This design comes from an exercise in tuning for small area on the open sky130 flow, not from production work. The RTL was checked by simulation tests, not by an equivalence proof against the original design. Power figures rest on the tool's default switching activity, not on a simulated workload.

==> flow/config.mk <==
export PLATFORM = sky130hd
export DESIGN_NAME = Stopwatch
export DESIGN_NICKNAME = Stopwatch
export VERILOG_FILES = /design/flow/design.v
export SDC_FILE = /design/flow/constraint.sdc
export NUM_CORES = 4
export LEC_CHECK = 0
export CAP_MARGIN = 20
export CORE_MARGIN = 2
export CORE_UTILIZATION = 40
export PLACE_DENSITY = 0.6
export SLEW_MARGIN = 20
==> flow/constraint.sdc <==
create_clock -name core_clock -period 20.0 [get_ports {clock}]
set_input_delay 4.0000 -clock core_clock [delete_from_list [all_inputs] [get_ports {clock}]]
set_output_delay 4.0000 -clock core_clock [all_outputs]
set_load 0.01 [all_outputs]
==> flow/design.v <==
`timescale 1ns / 1ns
module Stopwatch (output SF_CE0, output LCD_RW, output LCD_RS, output [3:0] SF_D, output LCD_E,
                  input clock, input reset, input restart);
  assign SF_CE0 = 1'b1;
  assign LCD_RW = 1'b0;
  reg [5:0] tk;
  wire tk_end = tk[5] & tk[4] & tk[0];
  wire tick = ~reset & tk_end;
  always @(posedge clock)
    if (reset) tk <= 6'd25;
    else if (tk_end) tk <= 6'd0;
    else tk <= tk + 6'd1;
  reg [3:0] d0, d1, d3; reg [2:0] d2, d4;
  always @(posedge clock)
    if (tick) begin
      if (restart) begin d0 <= 0; d1 <= 0; d2 <= 0; d3 <= 0; d4 <= 0; end
      else if (d0 != 4'd9) d0 <= d0 + 4'd1;
      else begin d0 <= 0;
        if (d1 != 4'd9) d1 <= d1 + 4'd1;
        else begin d1 <= 0;
          if (d2 != 3'd5) d2 <= d2 + 3'd1;
          else begin d2 <= 0;
            if (d3 != 4'd9) d3 <= d3 + 4'd1;
            else begin d3 <= 0;
              d4 <= (d4 == 3'd6) ? 3'd0 : d4 + 3'd1;
            end end end end
    end
  reg [20:0] c;
  reg [4:0] b;
  reg term;
  always @(*) begin
    case (b)
      5'd0: term = (c[0] & c[1] & c[2] & c[3] & c[5] & c[7] & c[8] & c[12] & c[13] & c[14] & c[16] & c[17] & c[19]);
      5'd1: term = (c[1] & c[2] & c[4] & c[6] & c[7] & c[13] & c[16] & c[17]);
      5'd2: term = (c[1] & c[2] & c[4] & c[7] & c[8] & c[9] & c[12]);
      5'd3: term = (c[1] & c[2] & c[3] & c[4] & c[6] & c[7] & c[8] & c[9] & c[10]);
      5'd4: term = (c[1] & c[5] & c[6] & c[7] & c[8] & c[9] & c[10]);
      5'd5: term = (c[1] & c[2] & c[5] & c[11]);
      5'd6: term = (c[1] & c[2] & c[5] & c[11]);
      5'd7: term = (c[1] & c[2] & c[5] & c[11]);
      5'd8: term = (c[0] & c[3] & c[4] & c[5] & c[6] & c[7] & c[10] & c[11] & c[14] & c[15] & c[16] & c[17] & c[18] & c[19] & c[20]);
      5'd9: term = (c[1] & c[2] & c[5] & c[11]);
      5'd10: term = (c[1] & c[2] & c[5] & c[11]);
      5'd11: term = (c[1] & c[2] & c[5] & c[11]);
      5'd12: term = (c[1] & c[2] & c[5] & c[11]);
      5'd13: term = (c[1] & c[2] & c[5] & c[11]);
      5'd14: term = (c[1] & c[2] & c[5] & c[11]);
      5'd15: term = (c[1] & c[2] & c[5] & c[11]);
      5'd16: term = (c[1] & c[2] & c[5] & c[11]);
      5'd17: term = (c[1] & c[2] & c[5] & c[11]);
      5'd18: term = (c[1] & c[2] & c[5] & c[11]);
      5'd19: term = (c[1] & c[2] & c[5] & c[11]);
      5'd20: term = (c[1] & c[2] & c[5] & c[11]);
      5'd21: term = (c[1] & c[2] & c[5] & c[11]);
      5'd22: term = (c[1] & c[2] & c[5] & c[11]);
      5'd23: term = (c[1] & c[2] & c[5] & c[11]);
      5'd24: term = (c[1] & c[2] & c[5] & c[11]);
      5'd25: term = (c[1] & c[2] & c[5] & c[11]);
      5'd26: term = (c[1] & c[2] & c[5] & c[11]);
      5'd27: term = (c[1] & c[2] & c[5] & c[11]);
      5'd28: term = (c[1] & c[2] & c[5] & c[11]);
      5'd29: term = (c[1] & c[2] & c[5] & c[11]);
      5'd30: term = (c[1] & c[2] & c[5] & c[11]);
      5'd31: term = (c[1] & c[2] & c[5] & c[11]);
      default: term = 1'b0;
    endcase
  end
  always @(posedge clock)
    if (reset) begin c <= 21'd0; b <= 5'd0; end
    else if (term) begin c <= 21'd0; b <= (b == 5'd31) ? 5'd19 : b + 5'd1; end
    else c <= c + 21'd1;
  wire wr = b >= 5'd5;
  wire ini = (b != 5'd0) & (b < 5'd5);
  wire [20:0] cs = c - 21'd0;
  wire lo7 = (cs[20:7] == 0);
  wire [6:0] q = cs[6:0];
  assign LCD_E = lo7 & (((b != 5'd0) & q >= 7'd4 && q <= 7'd16) | (wr & q >= 7'd72 && q <= 7'd84));
  reg rsv;
  always @(*) case (b) 5'd10, 5'd11, 5'd12, 5'd13, 5'd14, 5'd15, 5'd16, 5'd17, 5'd18, 5'd20, 5'd21, 5'd22, 5'd23, 5'd24, 5'd25, 5'd26, 5'd27, 5'd28, 5'd29, 5'd30, 5'd31: rsv = 1'b1; default: rsv = 1'b0; endcase
  assign LCD_RS = rsv;
  reg [3:0] hi, lo;
  always @(*) begin
    case (b)
      5'd1: begin hi = 4'h3; lo = 4'h0; end
      5'd2: begin hi = 4'h3; lo = 4'h0; end
      5'd3: begin hi = 4'h3; lo = 4'h0; end
      5'd4: begin hi = 4'h2; lo = 4'h0; end
      5'd5: begin hi = 4'h2; lo = 4'h8; end
      5'd6: begin hi = 4'h0; lo = 4'h6; end
      5'd7: begin hi = 4'h0; lo = 4'hc; end
      5'd8: begin hi = 4'h0; lo = 4'h1; end
      5'd9: begin hi = 4'h8; lo = 4'h0; end
      5'd10: begin hi = 4'h5; lo = 4'h3; end
      5'd11: begin hi = 4'h7; lo = 4'h4; end
      5'd12: begin hi = 4'h6; lo = 4'hf; end
      5'd13: begin hi = 4'h7; lo = 4'h0; end
      5'd14: begin hi = 4'h7; lo = 4'h7; end
      5'd15: begin hi = 4'h6; lo = 4'h1; end
      5'd16: begin hi = 4'h7; lo = 4'h4; end
      5'd17: begin hi = 4'h6; lo = 4'h3; end
      5'd18: begin hi = 4'h6; lo = 4'h8; end
      5'd19: begin hi = 4'hc; lo = 4'h0; end
      5'd20: begin hi = 4'h5; lo = 4'h4; end
      5'd21: begin hi = 4'h6; lo = 4'h9; end
      5'd22: begin hi = 4'h6; lo = 4'hd; end
      5'd23: begin hi = 4'h6; lo = 4'h5; end
      5'd24: begin hi = 4'h3; lo = 4'ha; end
      5'd25: begin hi = 4'h3; lo = {1'b0,d4}; end
      5'd26: begin hi = 4'h3; lo = d3; end
      5'd27: begin hi = 4'h3; lo = 4'ha; end
      5'd28: begin hi = 4'h3; lo = {1'b0,d2}; end
      5'd29: begin hi = 4'h3; lo = d1; end
      5'd30: begin hi = 4'h3; lo = 4'ha; end
      5'd31: begin hi = 4'h3; lo = d0; end
      default: begin hi = 4'h0; lo = 4'h0; end
    endcase
  end
  reg [3:0] dq;
  assign SF_D = dq;
  always @(posedge clock)
    if (reset) dq <= 4'h0;
    else if (wr & lo7 & q == 7'd0) dq <= 4'h0;
    else if (wr & lo7 & q >= 7'd1 && q <= 7'd16) dq <= hi;
    else if (wr & lo7 & q >= 7'd69 && q <= 7'd84) dq <= lo;
    else if (ini & lo7 & q == 7'd3) dq <= hi;
    else if (b == 5'd4 & (c[0] & c[5] & c[6] & c[7] & c[8] & c[9] & c[10])) dq <= 4'h0;
    else if (b == 5'd8 & (c[0] & c[1] & c[2] & c[5] & c[11])) dq <= 4'h0;
endmodule
==> flow/run.sh <==
#!/bin/bash
# synth_recipe.tcl (not shown) runs the flow's synth.tcl, then flattens the netlist and writes it again
# the make line also repeats each setting of config.mk as NAME=value (left out here)
make -C /OpenROAD-flow-scripts/flow DESIGN_CONFIG=/design/flow/config.mk WORK_HOME=/design/flow/orfs CLKGATE_MAP_FILE= SYNTH_SCRIPT=/design/flow/synth_recipe.tcl finish
==> summary.txt <==
RSZ-0062 raised after global routing: no
CP max-delay cell: clkdlybuf4s50_1
initial core utilization: 0.408
Sink Count: 55
setup TNS: 0 ns
endpoint class of the critical path: primary output
wire per inst: 15.8 um
clock skew: 0.0109 ns
largest net degree at the start of global routing: 35
number of global-route vias before repair: 3006
Area Growth Syn to Fin: 5.72%
Root Buffer: clkbuf_8
fin crit share: 0.332
ys flop type: dfxtp_1
sequential power share: 0.617
Slew Limit Fails: 0
crit path kind: reg -> out
Max Freq: 0.151 GHz
remaining antenna violation count: 0
total power: 0.000193 W
top cells by count, synth: 62 x nor2_1, 45 x nand2_1, 37 x dfxtp_1
DR iter-0 viols: 320
clk buf depth: 2
Data arrival, critical path: 2.64 ns
first-pass GRT wire length: 14800 um
CTS H-tree depth: 2
cell with the most instances after synthesis: nor2_1
Port Buffers: 8
CP Data Required Time: 16.00 ns
Final nets: 467
io pins: 11
switching pwr: 0.0000447 W
Sw Ratio: 0.231
die area: 10100 um2
Slew @ Worst Pin: 0.973 ns
Mapped Nets: 477
num rows: 35
Yosys top cell area share: 0.199
#FFs+latches synth: 55
grt ovf: 0
crit start category: register
fin util: 0.431
crit-path max FO: 16
Gate power share: 0.042
Tmin final: 6.64 ns
sequential area share after synthesis: 0.345
DRC Markers: 0
peak supply drop: 0.0311 mV
Post-CTS Setup Inserts: 0
layout cells sized above 1: 0.0381
Slew Limit Headroom: 0.341
CTS tree: built
largest area contributor in the netlist: dfxtp_1
Final Hold Vio Count: 0
hold_buf cts: 0
DR pass1 iterations: 7
via/cell ratio: 5.90
Worst-Skew Late Latency: 0.31 ns
P_leak: 1.37 nW
number of diodes: 0
Worst Hold Class: reg -> reg
cts bufs inserted: 5
Synth area leaders: dfxtp_1 20%, edfxtp_1 15%, ha_1 6.4%
Async SR Flop Fraction: 0
Bufs and invs on worst path: 2
Die H: 100 um
crit path cell chain: inv_1, ha_1, a21oi_1, o311ai_0, o32ai_1, clkdlybuf4s50_1
Avg Cell Area, Syn: 8.17 um2
post-CTS sizing: 0
GRT Overall Usage: 0.180
number of synthesized flops with an enable pin: 18
number of max-cap violations: 0
synthesized area: 3720 um2
status: timing/DRC/antenna clean
GP Congestion: 0.946
Die W: 100 um
total wire length: 8820 um
initial antenna violation count: 0
Netlist cell types: 70
via count: 3285
# fillers: 934
core area: 9110 um2
slowest stage delay, CP: 0.59 ns
Clk pin slew, worst setup/hold paths: 0.10 ns
Clock power frac: 0.341
Final setup viols: 0
CP delay by family, top: buffers and inverters
internal cell power: 0.000148 W
Ys Warns: 1
cells after synthesis: 455
power per standard cell area: 49.1 nW/um2
Detailed Place HPWL: 6460 um
-- state kept, by name, summed over array words and instances (netlist names), 4 cells and up --
signal	cells
b	5
d1	4
dq	4
tk	6
d0	4
d3	4
c	21
-- layout make-up --
type | count | area (um2) | area share
clock buffer | 7 | 86.3 | 0.0220
clock inverter | 1 | 8.76 | 0.00223
inverter | 15 | 56.3 | 0.0143
multi-input combinational | 358 | 2260 | 0.576
sequential | 55 | 1280 | 0.326
tap | 111 | 139 | 0.0353
timing repair buffer | 10 | 95.1 | 0.0242
-- worst paths after layout --
kind,from,endpoint,slack [ns],depth (start not counted)
worst max-delay path,b[0]$_SDFFE_PP0N_,LCD_E,13.36,6
worst max register to register,b[0]$_SDFFE_PP0N_,LCD_RS$_DFF_P_,16.31,8
worst min register to register,tk[0]$_SDFF_PP1_,tk[0]$_SDFF_PP1_,0.47,1
worst min-delay path,tk[0]$_SDFF_PP1_,tk[0]$_SDFF_PP1_,0.47,1
-- power by group through the flow --
stage,sequential [W],combinational (W),clock (W)
after floorplan,0.000120,0.00000724,0
after global placement,0.000121,0.00000789,0
after detailed placement,0.000122,0.00000808,0
after CTS,0.000119,0.00000813,0.0000689
after global routing,0.000119,0.00000921,0.0000726
final,0.000119,0.00000801,0.0000658
-- cells in the final DEF (no fill, tap or decap), drive strengths merged, types with 3 or more instances in the layout --
cell,synthesis,layout
and2,3,3
o21ai,11,11
o211ai,4,4
nand2,46,46
o31ai,6,6
inv,14,14
dfxtp,37,37
a31oi,7,7
o21bai,6,6
nand4b,3,3
nand2b,6,6
mux2i,3,3
o32ai,3,3
nand3b,3,3
xnor2,15,15
nor4bb,3,3
xor2,13,13
clkdlybuf4s50,0,8
nand4,12,12
nor2b,5,5
a21oi,17,17
clkbuf,18,7
and3,12,12
or3,3,3
nand3,24,24
ha,19,19
o22ai,4,4
nor2,62,62
edfxtp,18,18
nor3,15,15
a21boi,5,5
nor4,9,9
a21o,3,3
-- metal layers --
metal	vias up	global-route usage	wire length [um]
met5	-	0	0
met4	0	0.0474	102
met3	10	0.0272	369
met2	80	0.274	3880
met1	1571	0.266	4470
li1	1624	-	-
-- cells by family (layout without fill, tap and decap cells) --
kind of cell               after synthesis  in the layout  share of synthesized area
xor gates and xnor gates                28             28                     0.0660
AOI/OAI and AO/OA                       92             92                      0.176
DFF                                     55             55                      0.345
muxes                                    3              3                    0.00808
adders and majority gates               19             19                     0.0640
and+or+nand+nor                        214            214                      0.293
other                                    2              2                    0.00202
buffers and inverters                   42             33                     0.0464
-- stage by stage --
stage | worst slack, ns | hold WS, ns | cells | cell area [um2]
finish | 13.36 | 0.467 | 557 | 3930
floorplan | 14.34 | 0.409 | 455 | 3720
global route | 13.14 | 0.506 | 557 | 3930
CTS | 13.33 | 0.474 | 557 | 3930
global placement | 13.77 | 0.434 | 549 | 3830
detailed placement | 13.70 | 0.446 | 549 | 3830

## afterwards: timing with drivers on the ports
Ports are ideal in the flow. The routed layout listed here was re-timed in OpenROAD. Step 1 assumes that a clkbuf_16 drives the clock port and a buf_2 every other input. Step 2 also shifts input and output timing later by t, the mid clock arrival at the registers, as if the neighbouring blocks saw the same clock. Three values: no drivers, after step 1, after step 2; two values: the first two.
t, ns: 0.337
setup WS [ns]: 13.359 / 13.327 / 13.664
hold WS [ns]: 0.467 / 0.467 / 0.467
slew at the worst register clock pin (ns): 0.10 / 0.10
After both steps setup and hold are still met in this run. The setup slack of this run moves by -0.032 ns with the drivers and by +0.305 ns with both steps.
